This design comes from an exercise in tuning for small area, a short achievable clock period and few clock cycles on the open sky130 flow, not from production work. RTL that was checked went through simulation tests only; none was proved equivalent to the original. Power is estimated from default activity; no workload was simulated.

v34:
==> flow/design.v (excerpt) <==
module y86_pipe(clk, rst, imem_addr, imem_data, dmem_addr, dmem_wdata, dmem_we, dmem_rdata, stat);
input clk;
input rst;
output [9:0] imem_addr;
input [79:0] imem_data;
output [10:0] dmem_addr;
output [63:0] dmem_wdata;
output dmem_we;
input [63:0] dmem_rdata;
output [2:0] stat;
localparam [2:0] S_AOK = 3'd1, S_ADR = 3'd2;
localparam [3:0] RNONE = 4'hF, RSP = 4'h4;
reg [9:0]  pc;           
reg [3:0]  pcb;          
reg        fetch_on;     
reg        x_v;          
reg        x_ok;         
reg [2:0]  x_stat;
reg [3:0]  x_icode, x_ifun, x_rA, x_rB;
reg [63:0] x_valC;
reg [14:0] x_selA, x_selB;   
reg [8:0]  x_iniA, x_iniB;   
reg        x_fwdA, x_fwdB;   
reg        x_ldst;           
reg        x_retE;           
reg        m_we;         
reg        m_load;       
reg        m_ret;        
reg        m_bad;        
reg [10:0] m_addr;
reg [63:0] m_wdata;
reg [63:0] m_valE;
reg [3:0]  m_dstE, m_dstM;
reg [63:0] rf [0:14];
reg [14:0] rv;           
reg        zf, lt;       
reg [2:0]  stat_r;
wire live = (stat_r == S_AOK) & ~m_bad;
wire [64*15-1:0] rf_flat;
genvar gi;
generate
for (gi = 0; gi < 15; gi = gi + 1) begin : rff
    assign rf_flat[64*gi +: 64] = rf[gi];
end
endgenerate
wire x_act = x_v & live & ~x_ldst;
wire [63:0] valA, valE;
wire [10:0] x_addr;
wire        x_addr_bad, n_zf, n_lt, x_cnd, x_setcc, x_mem, x_memwr, x_load, x_isret, x_call;
wire [3:0]  x_dstE, x_dstM;
y86_exec ex(
    .icode(x_icode), .ifun(x_ifun), .rA(x_rA), .rB(x_rB), .valC(x_valC),
    .selA(x_selA), .selB(x_selB), .iniA(x_iniA), .iniB(x_iniB), .fwdA(x_fwdA), .fwdB(x_fwdB),
    .rf(rf_flat), .m_valE(m_valE), .zf(zf), .lt(lt), .ok(x_ok),
    .valA(valA), .valE(valE), .addr(x_addr), .addr_bad(x_addr_bad),
    .n_zf(n_zf), .n_lt(n_lt), .cnd(x_cnd), .isop(x_setcc), .mem(x_mem), .memwr(x_memwr),
    .load(x_load), .isret(x_isret), .call(x_call), .dstE(x_dstE), .dstM(x_dstM));
wire x_go = x_act & x_ok;                  
wire x_cc = x_act & x_setcc;               
wire [10:0] rsp_reg = rv[4] ? rf[4][10:0] : 11'h100;
wire [10:0] rsp_m   = (m_dstM == RSP) ? dmem_rdata[10:0] : m_valE[10:0];
  ...
clock: 28.0 ns
lec_check: 0
cap_margin: 20
core_margin: 2
core_utilization: 48
slew_margin: 20
synth_hierarchical: 1
standard.sh (not shown) runs the stock make flow with config.mk's settings and CLKGATE_MAP_FILE= SYNTH_SCRIPT=/design/flow/synth_recipe.tcl, a recipe that flattens the netlist after the stock synthesis.
==> flow/flow/run.sh <==
#!/bin/bash
# The standard ORFS layout (the standard.sh, unchanged synthesis) with:
#  - repair_timing asked to leave extra setup slack (sized for a faster clock),
#    without gate cloning;
#  - ports buffered with buf_2 cells;
#  - clock tree: larger sink clusters and no dummy balancing loads.
# The log of the ORFS run is kept in standard.log; ORFS's per-step logs are
# under orfs/logs.
set -e
bash standard.sh SETUP_SLACK_MARGIN=21.0 SKIP_GATE_CLONING=1 \
  "BUFFER_PORTS_ARGS=-buffer_cell sky130_fd_sc_hd__buf_1" \
  "CTS_ARGS=-sink_clustering_enable -repair_clock_nets -dont_use_dummy_load -sink_clustering_size 22 -sink_clustering_max_diameter 80" \
  finish > standard.log 2>&1
Testbench counts of v34, summed over its fixed seeds: cycles 14,933.
diff inputs: v34 => v54
Settings: swapping 48 for 55 in CORE_UTILIZATION.
-- flow/flow/run.sh --
<<< v34, line 8
# under orfs/logs.
set -e
bash standard.sh SETUP_SLACK_MARGIN=21.0 SKIP_GATE_CLONING=1 \
  "BUFFER_PORTS_ARGS=-buffer_cell sky130_fd_sc_hd__buf_1" \
  "CTS_ARGS=-sink_clustering_enable -repair_clock_nets -dont_use_dummy_load -sink_clustering_size 22 -sink_clustering_max_diameter 80" \
  finish > standard.log 2>&1
>>> v54, line 8
# under orfs/logs.
set -e
bash standard.sh SETUP_SLACK_MARGIN=21.5 SKIP_GATE_CLONING=1 \
  "BUFFER_PORTS_ARGS=-buffer_cell sky130_fd_sc_hd__buf_2" \
  "CTS_ARGS=-sink_clustering_enable -repair_clock_nets -dont_use_dummy_load -sink_clustering_size 22 -sink_clustering_max_diameter 80" \
  finish > standard.log 2>&1
[summary]
v54 vs v34 — logic depth of the worst register-to-register path dropped by a little under 10%
Critical path depth | v54 above v34
Share of the final layout cell area in multi-input gates essentially unchanged between v34 and v54.
--- input diff v54..v39 ---
Settings: a change of CORE_UTILIZATION from 55 to 48.
-- flow/flow/run.sh --
<<< v54, line 8
# under orfs/logs.
set -e
bash standard.sh SETUP_SLACK_MARGIN=21.5 SKIP_GATE_CLONING=1 \
  "BUFFER_PORTS_ARGS=-buffer_cell sky130_fd_sc_hd__buf_2" \
  "CTS_ARGS=-sink_clustering_enable -repair_clock_nets -dont_use_dummy_load -sink_clustering_size 22 -sink_clustering_max_diameter 80" \
>>> v39, line 8
# under orfs/logs.
set -e
bash standard.sh SETUP_SLACK_MARGIN=21.0 SKIP_GATE_CLONING=1 \
  "BUFFER_PORTS_ARGS=-buffer_cell sky130_fd_sc_hd__buf_2" \
  "CTS_ARGS=-sink_clustering_enable -repair_clock_nets -dont_use_dummy_load -sink_clustering_size 22 -sink_clustering_max_diameter 80" \
Results
v39 reports a lower number of optimization iterations in the first detailed-route pass than v54 does. v39 vs. v54: routed wirelength normalized by instance count lost 2.9%; final critical-path setup slack picked up an extra 34 ps; total power after layout lost about 0.6%; mean area per synthesized cell neither gained nor lost much. A uppermost signal routing layer after detailed routing of met4 is what v39 shows, while met5 belongs to v54. [v39] peak per-stage delay on the critical path fell 90 ps relative to v54.
[inputs] v46 vs v39
Settings: changing CORE_UTILIZATION from 48 to 55.
## What came out
Cmp v46 vs v39: share of post-route cells with drive strength above 1 lower in v46. Starting density of the core (lower): v39. In the reports for v39 and v46, the larger relative area change from synthesis to final layout belongs to v39. On v46: post-route standard cell area excluding fillers is 0.77% lower than what v39 gave. Final worst setup slack in v46 is 160 ps lower than in v39. Of v39 and v46, the lower share of the final layout cell area in multi-input gates belongs to v39. As far as post-synthesis compound-gate area fraction goes, v39 and v46 are indistinguishable; the numbers are identical. Diff v39 and v46: logic depth of the worst setup path including buffers higher in v39.

========
v6:
y86_pipe, a different RTL version from the one above (not shown whole).
Size in the first run: ~5100 cells after synthesis, roughly 240 I/O pins.
==> flow/design.v (excerpt) <==
module y86_pipe(clk, rst, imem_addr, imem_data, dmem_addr, dmem_wdata, dmem_we, dmem_rdata, stat);
Settings: LEC_CHECK=0, CAP_MARGIN=20, CORE_MARGIN=2, CORE_UTILIZATION=55, SLEW_MARGIN=20, SYNTH_HIERARCHICAL=1; clock period 28.0 ns.
==> flow/flow/run.sh <==
#!/bin/bash
# The standard ORFS layout (the standard.sh, unchanged synthesis) with:
#  - repair_timing asked to leave extra setup slack (sized for a faster clock),
#    without gate cloning;
#  - ports buffered with buf_2 cells;
#  - clock tree: larger sink clusters and no dummy balancing loads.
# The log of the ORFS run is kept in standard.log; ORFS's per-step logs are
# under orfs/logs.
set -e
bash standard.sh SETUP_SLACK_MARGIN=21.0 SKIP_GATE_CLONING=1 \
  "BUFFER_PORTS_ARGS=-buffer_cell sky130_fd_sc_hd__buf_2" \
  "CTS_ARGS=-sink_clustering_enable -repair_clock_nets -dont_use_dummy_load -sink_clustering_size 22 -sink_clustering_max_diameter 80" \
  finish > standard.log 2>&1
Having completed the whole flow, v6 delivered a layout that passed the timing, DRC and antenna checks.
Testbench counts of v6, summed over its fixed seeds: cycles 14,933.
Modified inputs, v7 compared to v6
--- a/flow/flow/run.sh
+++ b/flow/flow/run.sh
@@ -9,3 +9,3 @@
 set -e
-bash standard.sh SETUP_SLACK_MARGIN=21.0 SKIP_GATE_CLONING=1 \
+bash standard.sh SETUP_SLACK_MARGIN=20.5 SKIP_GATE_CLONING=1 \
   "BUFFER_PORTS_ARGS=-buffer_cell sky130_fd_sc_hd__buf_2" \
--- outcome ---
v7 vs v6, layout overhead on the synthesized area went down by 0.99 points. Summary of v7 over v6: total via count in the routed design down about 0.8%; average wire per cell in the routed design up about 0.47%.

========
y86_pipe, a different RTL version from the one above (not shown whole).
Size in the first run: ~5300 cells after synthesis, about 240 I/O pins, roughly 64000 µm² of cells after synthesis.
export LEC_CHECK = 0
export CAP_MARGIN = 20
export CORE_MARGIN = 2
export CORE_UTILIZATION = 55
export SLEW_MARGIN = 20
export SYNTH_HIERARCHICAL = 1
create_clock -name core_clock -period 28.0 [get_ports {clk}]
==> flow/flow/run.sh <==
#!/bin/bash
# The standard ORFS layout (the standard.sh, unchanged synthesis) with:
#  - repair_timing asked to leave extra setup slack (sized for a faster clock),
#    without gate cloning;
#  - ports buffered with buf_2 cells;
#  - clock tree: larger sink clusters and no dummy balancing loads.
# The log of the ORFS run is kept in standard.log; ORFS's per-step logs are
# under orfs/logs.
set -e
bash standard.sh SETUP_SLACK_MARGIN=21.0 SKIP_GATE_CLONING=1 \
  "BUFFER_PORTS_ARGS=-buffer_cell sky130_fd_sc_hd__buf_2" \
  "CTS_ARGS=-sink_clustering_enable -repair_clock_nets -dont_use_dummy_load -sink_clustering_size 22 -sink_clustering_max_diameter 80" \
  finish > standard.log 2>&1
The first run completed with no timing, DRC or antenna violations.
Then changed:
CORE_UTILIZATION = 40   (was 55)
Effect: Final area came out higher by 1.6%. Flip-flop and latch count is unchanged. Non-clock buffer count rises by 17. Worst setup slack got worse by 0.11 ns. Power grows by 0.69%. Hold slack is about the same. Routed wire length increases by 1.4%.
No functional check of the RTL was part of any run of this note.

========
y86_pipe with an RTL version that a note above also has.
Size: ~1300 flip-flops, roughly 64000 sq um of cells after synthesis.
==> flow/config.mk <==
export PLATFORM = sky130hd
export DESIGN_NAME = y86_pipe
export DESIGN_NICKNAME = y86_pipe
export VERILOG_FILES = /design/flow/design.v
export SDC_FILE = /design/flow/constraint.sdc
export NUM_CORES = 8
export LEC_CHECK = 0
export CAP_MARGIN = 20
export CORE_MARGIN = 2
export CORE_UTILIZATION = 48
export SLEW_MARGIN = 20
export SYNTH_HIERARCHICAL = 1
==> flow/constraint.sdc <==
create_clock -name core_clock -period 28.0 [get_ports {clk}]
set_input_delay 5.6000 -clock core_clock [delete_from_list [all_inputs] [get_ports {clk}]]
set_output_delay 5.6000 -clock core_clock [all_outputs]
set_load 0.01 [all_outputs]
==> flow/flow/run.sh <==
#!/bin/bash
# The standard ORFS layout (the standard.sh, unchanged synthesis) with:
#  - repair_timing asked to leave extra setup slack (sized for a faster clock),
#    without gate cloning;
#  - ports buffered with buf_2 cells;
#  - clock tree: larger sink clusters and no dummy balancing loads.
# The log of the ORFS run is kept in standard.log; ORFS's per-step logs are
# under orfs/logs.
set -e
bash standard.sh SETUP_SLACK_MARGIN=21.0 SKIP_GATE_CLONING=1 \
  "BUFFER_PORTS_ARGS=-buffer_cell sky130_fd_sc_hd__buf_1" \
  "CTS_ARGS=-sink_clustering_enable -repair_clock_nets -dont_use_dummy_load -sink_clustering_size 12 -sink_clustering_max_diameter 50 -buf_list sky130_fd_sc_hd__clkbuf_8" \
  finish > standard.log 2>&1
Testbench counts at the start, summed over its fixed seeds: cycles 14,933.
Then changed:
--- a/flow/flow/run.sh
+++ b/flow/flow/run.sh
@@ -11,2 +11,2 @@
-  "BUFFER_PORTS_ARGS=-buffer_cell sky130_fd_sc_hd__buf_1" \
-  "CTS_ARGS=-sink_clustering_enable -repair_clock_nets -dont_use_dummy_load -sink_clustering_size 12 -sink_clustering_max_diameter 50 -buf_list sky130_fd_sc_hd__clkbuf_8" \
+  "BUFFER_PORTS_ARGS=-buffer_cell sky130_fd_sc_hd__buf_2" \
+  "CTS_ARGS=-sink_clustering_enable -repair_clock_nets -dont_use_dummy_load -sink_clustering_size 22 -sink_clustering_max_diameter 80" \
- PLACE_DENSITY: unset -> 0.75
The changed run completed without violations; hold slack is worse by 0.0066 ns; total power decreases slightly; clock power drops by a few percent; maximum frequency came out lower slightly; non-clock buffer count fell by 5; flip-flop and latch count does not change; via count rises slightly.

-- what the ideal ports hide --
No port has a modelled driver above. Below, the same layouts with a new extraction and two added sets of constraints. Step 1 (the two cells are an assumption about what drives the block):
set clk [get_ports {clk}]
set_driving_cell -lib_cell sky130_fd_sc_hd__clkbuf_16 $clk
set_driving_cell -lib_cell sky130_fd_sc_hd__buf_2 [delete_from_list [all_inputs] $clk]
Step 2 also shifts input and output timing later by t, the mid clock arrival at the registers, as if the neighbouring blocks saw the same clock. Three values: ideal, step 1, step 2; two values: the first two.
run | shift t [ns] | setup WS [ns] | worst data-port slew with drivers (ns)
v34 | 0.793 | 20.824 / 20.853 / 20.060 | 0.27
v54 | 0.752 | 20.778 / 20.796 / 20.054 | 0.21
v39 | 0.785 | 20.813 / 20.840 / 20.055 | 0.22
v46 | 0.750 | 20.653 / 20.710 / 19.960 | 0.08
v6 | 0.754 | 20.663 / 20.692 / 19.938 | 0.08
v7 | 0.750 | 20.571 / 20.571 / 19.894 | 0.05
the first run of note 3 | 0.744 | 20.653 / 20.708 / 19.964 | 0.08
the second run of note 3 | 0.782 | 20.544 / 20.581 / 19.799 | 0.11
the first run of note 4 | 0.977 | 20.890 / 20.887 / 19.933 | 0.26
the second run of note 4 | 0.785 | 20.834 / 20.848 / 20.063 | 0.24
After both steps setup and hold are still met in every run listed. The setup slack of the first run of note 4, which loses most, moves by -0.003 ns with the drivers and by -0.957 ns with both steps.
